Background: an optimization exercise with open tools, aiming at small area, a short achievable clock period and few clock cycles per item. Do not read the settings as production practice.

Design tv_div, start of the top module:
module tv_div (
    input  logic        clk,
    input  logic        rst_n,
    input  logic        start,          
    input  logic        op_unsigned,    
    input  logic        op_rem,         
    input  logic [31:0] dividend,
    input  logic [31:0] divisor,
    output logic        busy,
    output logic        result_valid,
    output logic [31:0] result
);
For scale: about 1800 cells after synthesis, about 110 flip-flops, ~100 I/O pins.
==> module tv_div, before the edit <==
module tv_div (
    input  logic        clk,
    input  logic        rst_n,
    input  logic        start,          
    input  logic        op_unsigned,    
    input  logic        op_rem,         
    input  logic [31:0] dividend,
    input  logic [31:0] divisor,
    output logic        busy,
    output logic        result_valid,
    output logic [31:0] result
);
  localparam int M  = 1;            
  localparam int LM = $clog2(M);
  localparam int DW = 32 + M - 1;   
  localparam logic [1:0] S_IDLE = 2'd0, S_ALIGN = 2'd1, S_ITER = 2'd2, S_DONE = 2'd3;
  logic [1:0]    state;
  logic [31:0]   r, q;
  logic [DW-1:0] d;
  logic [4:0]    cnt;
  logic          rem, neg;
  function automatic logic [5:0] lzc32(input logic [31:0] x);
    logic [15:0] v1; logic [15:0] c1;
    logic [7:0]  v2; logic [1:0] c2 [8];
    logic [3:0]  v3; logic [2:0] c3 [4];
    logic [1:0]  v4; logic [3:0] c4 [2];
    logic [4:0]  c5;
    for (int i = 0; i < 16; i++) begin
      v1[i] = x[2*i+1] | x[2*i];
      c1[i] = ~x[2*i+1];
    end
    for (int i = 0; i < 8; i++) begin
      v2[i] = v1[2*i+1] | v1[2*i];
      c2[i] = v1[2*i+1] ? {1'b0, c1[2*i+1]} : {1'b1, c1[2*i]};
    end
    for (int i = 0; i < 4; i++) begin
      v3[i] = v2[2*i+1] | v2[2*i];
      c3[i] = v2[2*i+1] ? {1'b0, c2[2*i+1]} : {1'b1, c2[2*i]};
    end
    for (int i = 0; i < 2; i++) begin
      v4[i] = v3[2*i+1] | v3[2*i];
      c4[i] = v3[2*i+1] ? {1'b0, c3[2*i+1]} : {1'b1, c3[2*i]};
    end
    c5 = v4[1] ? {1'b0, c4[1]} : {1'b1, c4[0]};
    lzc32 = (v4[1] | v4[0]) ? {1'b0, c5} : 6'd32;
  endfunction
  function automatic logic [31:0] cneg32(input logic [31:0] x, input logic s);
    logic [31:0] o [6];   
    o[0] = x;
    for (int k = 0; k < 5; k++)
      for (int i = 0; i < 32; i++)
        o[k+1][i] = ((i >> k) & 1) ? (o[k][i] | o[k][((i >> k) << k) - 1]) : o[k][i];
    cneg32 = x ^ ({32{s}} & {o[5][30:0], 1'b0});
  endfunction
  wire align = (state == S_ALIGN);
  wire iter  = (state == S_ITER);
  logic [31:0]   rs   [0:M];
  logic [M-1:0]  g;
  logic [DW:0]   diff [0:M-1];
  logic [5:0]    lz_r, lz_d;
  logic [5:0]    sh;
  logic          dz, lt, same;
  assign lz_r = lzc32(r);
  assign lz_d = lzc32(d[31:0]);
  assign sh   = lz_d - lz_r;          
  assign dz   = lz_d[5];              
  assign same = (lz_r == lz_d);
  always_comb begin
    rs[0] = r;
    for (int j = 0; j < M; j++) begin
      diff[j] = {1'b0, {(DW - 32){1'b0}}, rs[j]} - {1'b0, (d >> j)};
      if (j == 0) g[M-1-j] = ~diff[j][DW] & (iter | (align & same));
      else        g[M-1-j] = ~diff[j][DW] & iter;
      rs[j+1] = g[M-1-j] ? diff[j][31:0] : rs[j];
    end
  end
  assign lt = diff[0][DW];            
  wire done0  = align & lt;           
  wire signed_op = ~op_unsigned;
  assign busy         = (state == S_ITER) | (align & ~lt);
  assign result_valid = (state == S_DONE) | done0;
  wire cap = start & ~busy;
  wire [31:0] abs_a = cneg32(dividend, signed_op & dividend[31]);
  wire [31:0] abs_b = cneg32(divisor, signed_op & divisor[31]);
  logic [5:0] sh_pad;
  assign sh_pad = sh | 6'(M - 1);
  always_ff @(posedge clk) begin
    if (!rst_n) state <= S_IDLE;
    else begin
      case (state)
        S_ALIGN: state <= lt ? (cap ? S_ALIGN : S_IDLE) : ((dz | same) ? S_DONE : S_ITER);
        S_ITER:  state <= (cnt == 5'd0) ? S_DONE : S_ITER;
        default: state <= cap ? S_ALIGN : S_IDLE;
      endcase
    end
  end
  always_ff @(posedge clk) begin
    cnt <= align ? 5'(sh_pad >> LM) : cnt - 5'd1;
    if (cap) begin
      r   <= abs_a;
      d   <= DW'(abs_b);
      rem <= op_rem;
      neg <= signed_op & (op_rem ? dividend[31] : (dividend[31] ^ divisor[31]));
    end else begin
      r <= rs[M];
      d <= align ? (DW'(d[31:0]) << sh_pad[4:0]) : (d >> M);
      if (align & dz & ~rem) neg <= 1'b0;
    end
    if (cap) q <= 32'd0;
    else     q <= {q[31-M:0], align ? {{(M-1){1'b0}}, g[M-1]} : g} | {32{align & dz}};
  end
  wire [31:0] x = rem ? r : q;
  assign result = cneg32(x, neg);
endmodule
Settings: LEC_CHECK=0, ABC_AREA=1, CAP_MARGIN=20, CORE_MARGIN=2, CORE_UTILIZATION=40, SLEW_MARGIN=20; clock period 7.5 ns.
run.sh (not shown) runs the stock make flow with config.mk's settings and CLKGATE_MAP_FILE= SYNTH_SCRIPT=/design/flow/synth_recipe.tcl, a recipe that flattens the netlist after the stock synthesis.
Rerun with:
--- a/flow/design.v
+++ b/flow/design.v
@@ -376,7 +376,7 @@
     output logic        result_valid,
     output logic [31:0] result
 );
-  localparam int M  = 1;            
+  localparam int M  = 2;            
   localparam int LM = $clog2(M);
   localparam int DW = 32 + M - 1;   
   localparam logic [1:0] S_IDLE = 2'd0, S_ALIGN = 2'd1, S_ITER = 2'd2, S_DONE = 2'd3;
@@ -410,14 +410,6 @@
     c5 = v4[1] ? {1'b0, c4[1]} : {1'b1, c4[0]};
     lzc32 = (v4[1] | v4[0]) ? {1'b0, c5} : 6'd32;
   endfunction
-  function automatic logic [31:0] cneg32(input logic [31:0] x, input logic s);
-    logic [31:0] o [6];   
-    o[0] = x;
-    for (int k = 0; k < 5; k++)
-      for (int i = 0; i < 32; i++)
-        o[k+1][i] = ((i >> k) & 1) ? (o[k][i] | o[k][((i >> k) << k) - 1]) : o[k][i];
-    cneg32 = x ^ ({32{s}} & {o[5][30:0], 1'b0});
-  endfunction
   wire align = (state == S_ALIGN);
   wire iter  = (state == S_ITER);
   logic [31:0]   rs   [0:M];
@@ -446,8 +438,8 @@
   assign busy         = (state == S_ITER) | (align & ~lt);
   assign result_valid = (state == S_DONE) | done0;
   wire cap = start & ~busy;
-  wire [31:0] abs_a = cneg32(dividend, signed_op & dividend[31]);
-  wire [31:0] abs_b = cneg32(divisor, signed_op & divisor[31]);
+  wire [31:0] abs_a = (signed_op & dividend[31]) ? 32'(-dividend) : dividend;
+  wire [31:0] abs_b = (signed_op & divisor[31]) ? 32'(-divisor) : divisor;
   logic [5:0] sh_pad;
   assign sh_pad = sh | 6'(M - 1);
   always_ff @(posedge clk) begin
@@ -472,9 +464,8 @@
       d <= align ? (DW'(d[31:0]) << sh_pad[4:0]) : (d >> M);
       if (align & dz & ~rem) neg <= 1'b0;
     end
-    if (cap) q <= 32'd0;
-    else     q <= {q[31-M:0], align ? {{(M-1){1'b0}}, g[M-1]} : g} | {32{align & dz}};
+    q <= align ? {{31{dz}}, dz | g[M-1]} : {q[31-M:0], g};
   end
-  wire [31:0] x = rem ? r : q;
-  assign result = cneg32(x, neg);
+  wire [31:0] x = rem ? r : (align ? 32'd0 : q);
+  assign result = neg ? -x : x;
 endmodule
Final area rises by about 24%.
Non-clock buffer count increases by 7.
Synthesized area goes up by about 26%.
Via count climbs by 42%.
Synthesized cell count climbs by 38%.
Die area climbs by about 25%.
Clock skew is higher by 0.0035 ns.
Global-route usage goes up by 8.7 points.
Function was not checked in any run of this note: the RTL went through the layout flow alone.

## port drivers added, routing unchanged
No port has a modelled driver above. Below, the same layouts with a new extraction and two added sets of constraints.
Step 1 assumes that a clkbuf_16 drives the clock port and a buf_2 every other input.
Step 2 adds t to the input delays and takes it off the output delays; t is the mean of the earliest and latest rising clock arrival at the registers after step 1. Input paths then give back, and output paths get back, about the clock's delay inside the block.
Slacks: ideal ports / drivers / drivers and shift; pairs: ideal ports / drivers.
run	shift t [ns]	slack for setup (ns)	worst hold slack (ns)	clock arrival spread, ns	slew at the worst register clock pin (ns)
the first run	0.406	2.461 / 2.461 / 2.461	0.475 / 0.475 / 0.475	0.013 / 0.012	0.08 / 0.08
the second run	0.409	1.011 / 1.011 / 1.011	0.450 / 0.450 / 0.450	0.016 / 0.016	0.09 / 0.09
After both steps every run listed still meets setup and hold.
